Context: an optimization exercise on an open-source flow, tuned for small area and a short achievable clock period. The choices shown serve that exercise and are no tape-out recipe. No functional check of the RTL was part of any run shown here.

==> flow/design.v (outline; a module is shown in full before it is edited, if it fits) <==
// module ALU_ACC: 75 lines
// module mul16: 305 lines
// module div16: 1074 lines
// module BR: 23 lines
// module IR: 23 lines
// module MAR: 28 lines
// module MBR: 33 lines
// module PC: 27 lines
// module bitcruncher_dp: 75 lines
module bitcruncher_dp(
    input         clk,
    input         rst_n,
    input  [21:0] ctrl,             
    input  [15:0] MBR_in_memory,
    output [7:0]  MAR_out_memory,
    output [15:0] MBR_out_memory,
    output [7:0]  IR_out,
    output [3:0]  ALUflags
    );
  // ...
==> flow/flow/run.sh <==
#!/bin/bash
# The standard layout, with the standard synthesis, but with timing repair
# aiming for 28 ns of setup slack instead of 0 (the clock period and the
# constraints are the design's own). Each step's output goes to its own log.
set -euo pipefail
bash standard.sh synth > synth.log 2>&1
bash standard.sh SETUP_SLACK_MARGIN=28 finish > layout.log 2>&1
==> flow/standard.sh <==
#!/bin/bash
# synth_recipe.tcl (not shown) runs the flow's synth.tcl, then flattens the netlist and writes it again
# the make line also repeats each setting of config.mk as NAME=value (left out here)
make -C /OpenROAD-flow-scripts/flow DESIGN_CONFIG=/design/flow/config.mk WORK_HOME=/design/flow/orfs CLKGATE_MAP_FILE= SYNTH_SCRIPT=/design/flow/synth_recipe.tcl "${@:-finish}"
==> flow/config.mk <==
export PLATFORM = sky130hd
export DESIGN_NAME = bitcruncher_dp
export DESIGN_NICKNAME = bitcruncher_dp
export VERILOG_FILES = /design/flow/design.v
export SDC_FILE = /design/flow/constraint.sdc
export NUM_CORES = 4
export LEC_CHECK = 0
export CAP_MARGIN = 20
export CORE_MARGIN = 2
export CORE_UTILIZATION = 40
export SLEW_MARGIN = 20
==> flow/constraint.sdc <==
create_clock -name core_clock -period 40.0 [get_ports {clk}]
set_input_delay 8.0000 -clock core_clock [delete_from_list [all_inputs] [get_ports {clk}]]
set_output_delay 8.0000 -clock core_clock [all_outputs]
set_load 0.01 [all_outputs]
==> metrics.md, run 1 <==
| Metric | Value |
|---|---|
| Multi-input gate area | 23700 µm² |
| Status | no timing/DRC/antenna violations |
| Multi-input gates | 2653 |
| Synth cell types | 127 |
| Hold_ws | 0.493 ns |
| Largest net degree at the start of global routing | 55 |
| CP Capture Type | register |
| Final Setup Violations | 0 |
| Biggest Area Class | multi-input combinational cells |
| Slowest Stage Delay on Critical Path | 0.58 ns |
| Worst-Margin Slew | 1.37 ns |
| Crit path kind | reg2reg |
| Worst path depth | 56 |
| Clkbuf count | 9 |
| Worst-Skew Late Latency | 0.36 ns |
| Final ANT Viol Nets | 0 |
| Clock period minus worst slack | 12.36 ns |
| Max Cap Viol | 0 |
| Post-Syn Nets | 3761 |
| Most used cell, CP | buf_4 |
| Critical Path Sink | u_ALU_ACC.ACC[0] |
| Synth Area in Simple Gates | 14.8% |
| Root Buffer | clkbuf_16 |
| Period utilization | 30.9% |
==> run 2, diff against run 1 <==
==> flow/flow/run.sh (replaced) <==
#!/bin/bash
# The standard layout, with the standard synthesis, but with timing repair
# aiming for 26 ns of setup slack instead of 0 (the clock period and the
# constraints are the design's own). Each step's output goes to its own log.
set -euo pipefail
bash standard.sh synth > synth.log 2>&1
bash standard.sh SETUP_SLACK_MARGIN=26 finish > layout.log 2>&1
==> metrics.md, run 2 <==
| Metric | Value |
|---|---|
| Status | no timing/DRC/antenna violations |
| Chip Height | 258 µm |
| Worst Setup Start Kind | register |
| Sequential-to-total area share from yosys stat | 9.22% |
| Worst-Margin Slew | 1.28 ns (-0.0910 ns) |
| # rows | 93 |
| Final WL | 107000 µm |
| DIE WIDTH | 258 µm |
| Fin nets | 3913 |
| Initial core utilization | 40.2% |
| Vias after detailed routing | 26099 |
| GPL Wtd Cong | 1.01 |
| Post-Syn Nets | 3761 (unchanged) |
| Most frequent cells in the layout | ha_1, inv_1, nor2_1, xnor2_1, a21oi_1 |
| Final Max Slew Viols | 0 |
| Placeable Area | 64200 µm² |
| Antenna violations before repair | 6 |
| Synth Area per Inst | 8.18 µm² |
| Largest family of logic cells by synthesized area | adder cells |
| CP max stage cell | or4_4 |
| Clock period minus worst slack | 13.63 ns (+1.27 ns) |
| Global-route wire length before repair | 158000 µm |
| EDFF count, synth | 16 |
| Synth top cells by count | ha_1, inv_1, nor2_1 |
| Synth cell types | 127 (unchanged) |
| DIE AREA | 66700 µm² |
| Total track usage | 31.2% |
| Routed wire per std cell | 25.7 µm |
| Req. time, crit path | 40.24 ns |
| CP Data Arrival Time | 13.88 ns |
| Aggregate global routing overflow | 0 |
| Area contributors post-synth | ha_1, fa_1, dfrtp_1 |
| Synth Area in Simple Gates | 14.8% (unchanged) |
| Delay-heaviest family, CP | compound AO/OA/AOI/OAI gates |
| Avg Vias per Cell | 6.25 |
| Most common cell after layout, fill and taps aside | ha_1 |
| P&R area growth vs syn | 14.8% |
| H-tree levels | 3 |
| Clk slew on worst S/H paths | 0.07 ns |
| Max Used Layer | met5 |
| Crit path kind | reg2reg |
| Final hold vios | 0 |
| Fmax | 73.3 MHz |
| Flops & latches, synth | 92 |
| WL met2 | 47600 µm |
| Final Setup Violations | 0 (unchanged) |
| Share of cells above drive strength 1 | 13.4% |
| Cell with the most instances after synthesis | ha_1 |
| CP Capture Type | register |
| Largest net degree at the start of global routing | 61 (+11%) |
| Design area | 29700 µm² |
| Mux cell area share after synthesis | 2.02% |
| WL met1 | 43500 µm |
| CTS tree | done |
| Root Buffer | clkbuf_16 |
| Fin Clk Skew | 0.0112 ns |
| Worst Hold Class | reg2reg |
| Post-Syn Area | 25900 µm² |
| Max Buffers Root-to-Sink | 2 |
| Most used cell, CP | nor2_1 |
| Dominant cell type by area after synthesis | ha_1 |
| I/O pins | 76 |
| Placed Area | 27900 µm² |
| Vias in the first global route | 24398 |
| Maximum fanout along the worst path | 18 |
| Slowest Stage Delay on Critical Path | 0.58 ns (about the same) |
| Met3 WL | 11300 µm |
| Period utilization | 34.1% (+3.2 points) |
| Synthesized instance count | 3161 |
| CTS hold repair buffers | 0 |
| Compound-cell area share of the yosys netlist | 26.3% |
| Final ANT Viol Nets | 0 (unchanged) |
| Max Cap Viol | 0 (unchanged) |
| TNS Setup | 0 ns |
| Drt drc | 0 |
| CTS Buf Count | 9 |
| # port buffers | 72 |
| Prevailing post-synth register cell | dfrtp_1 |
| Max_slew headroom | 13.6% |
| RSZ-0062 raised after global routing | false |
| Yosys Warn Count | 6 |
| Ys async rst share | 82.6% |
| Area share of fa/ha/maj cells after synthesis | 31.0% |
| Fill cells | 6466 |
| Post-DP HPWL | 78600 µm |
| Worst-Skew Late Latency | 0.37 ns (about the same) |
| TritonRoute pass-1 iters | 7 |
| WP buf/inv | 11 |
| Initial DRC count | 3008 |
| Synth Area in XOR/XNOR | 10.2% |
| Post-synth top area share | 21.8% |
| Number of clock sinks | 92 |
run 2: cell counts after synthesis:
No cell type changed its count.
run 2: area by class of cell:
cell class / count / area, µm² / area share [%]
antenna: 2 / 5.00 / 0.0169
tap: 855 / 1070 / 3.61
clock buffer: 9 / 225 / 0.759
sequential: 92 / 2390 / 8.06
inverter: 283 / 1140 / 3.83
timing repair buffer: 275 / 2360 / 7.95
timing repair inverter: 1 / 5.00 / 0.0169
clock inverter: 7 / 62.6 / 0.211
multi-input combinational: 2651 / 22400 / 75.5
run 2: worst paths after layout:
| kind | from | endpoint | slack [ns] | cells past startpoint |
|---|---|---|---|---|
| worst max-delay path | u_BR.BRr[6] | u_ALU_ACC.ACC[1] | 26.37 | 61 |
| worst min-delay path | u_ALU_ACC.ALUflags[3] | u_ALU_ACC.ALUflags[3] | 0.49 | 2 |
| worst max register to register | u_BR.BRr[6] | u_ALU_ACC.ACC[1] | 26.37 | 61 |
| worst min register to register | u_ALU_ACC.ALUflags[3] | u_ALU_ACC.ALUflags[3] | 0.49 | 2 |
| max in group asynchronous | rst_n | u_BR.BRr[0] | 31.32 | 2 |
| min in group asynchronous | rst_n | u_PC.PCr[2] | 7.49 | 1 |
run 2: cell families (layout without fill, tap and decap cells):
| kind of cell | count (synthesis) | in the layout |
|---|---|---|
| AND/OR/NAND/NOR | 770 | 770 |
| XOR/XNOR | 300 | 300 |
| adder cells (fa/ha/maj) | 579 | 579 |
| other | 0 | 2 |
| flip-flops | 92 | 92 |
| AO/OA/AOI/OAI | 952 | 952 |
| buffers and inverters | 418 | 575 |
| multiplexers | 50 | 50 |
run 2: what timing repair did:
| item | 4_1_cts | 5_1_grt |
|---|---|---|
| setup endpoints to repair | 6 | 3 |
| hold endpoints to repair | 0 | 0 |
| setup buffers | 33 | 63 |
| resized for setup | 87 | 83 |
| pin swaps | 9 | 20 |
| cloned | 0 | 2 |
run 2: worst reg2reg max path: cells and delay by family (launching register included):
family / cells / cell delay [ns]
simple gates: 21 / 4.39
compound gates: 22 / 5.05
buf+inv: 11 / 2.10
flops: 1 / 0.37
fa+ha+maj: 7 / 1.63
run 2: per-stage QoR:
stage | hold slack [ns] | setup slack (ns) | cells | util, %
after CTS | 0.498 | 26.00 | 4108 | 44.9
after global placement | 0.474 | 22.84 | 4059 | 43.4
final | 0.488 | 26.37 | 4175 | 46.2
after global routing | 0.532 | 25.94 | 4173 | 46.2
after floorplan | 0.467 | 26.01 | 3161 | -
after detailed placement | 0.483 | 22.77 | 4059 | 43.4
run 2: routing by layer:
layer	vias up	global-route usage (%)
li1	11700	-
met1	12626	41.6
met2	1468	49.4
met3	297	5.47
met4	8	13.6
met5	-	0

[what the ideal ports hide]
No port has a modelled driver above. Below, the same layouts with a new extraction and two added sets of constraints. Step 1: set_driving_cell puts a clkbuf_16 on clk and a buf_2 on each other input, an assumption about the parent block. Step 2 adds t to the input delays and takes it off the output delays; t is the mean of the earliest and latest rising clock arrival at the registers after step 1. Input paths then give back, and output paths get back, about the clock's delay inside the block. Three values: ideal ports, drivers, drivers and shift; two values: the first two.
run | t, ns | slack for setup (ns) | worst setup path at the end | worst data-port slew with drivers (ns) | pins driven straight from the clock port
run 1 | 0.403 | 27.640 / 27.640 / 27.640 | register to register | 0.07 | 1
run 2 | 0.407 | 26.366 / 26.366 / 26.366 | register to register | 0.04 | 1
After both steps setup and hold are still met in every run listed.
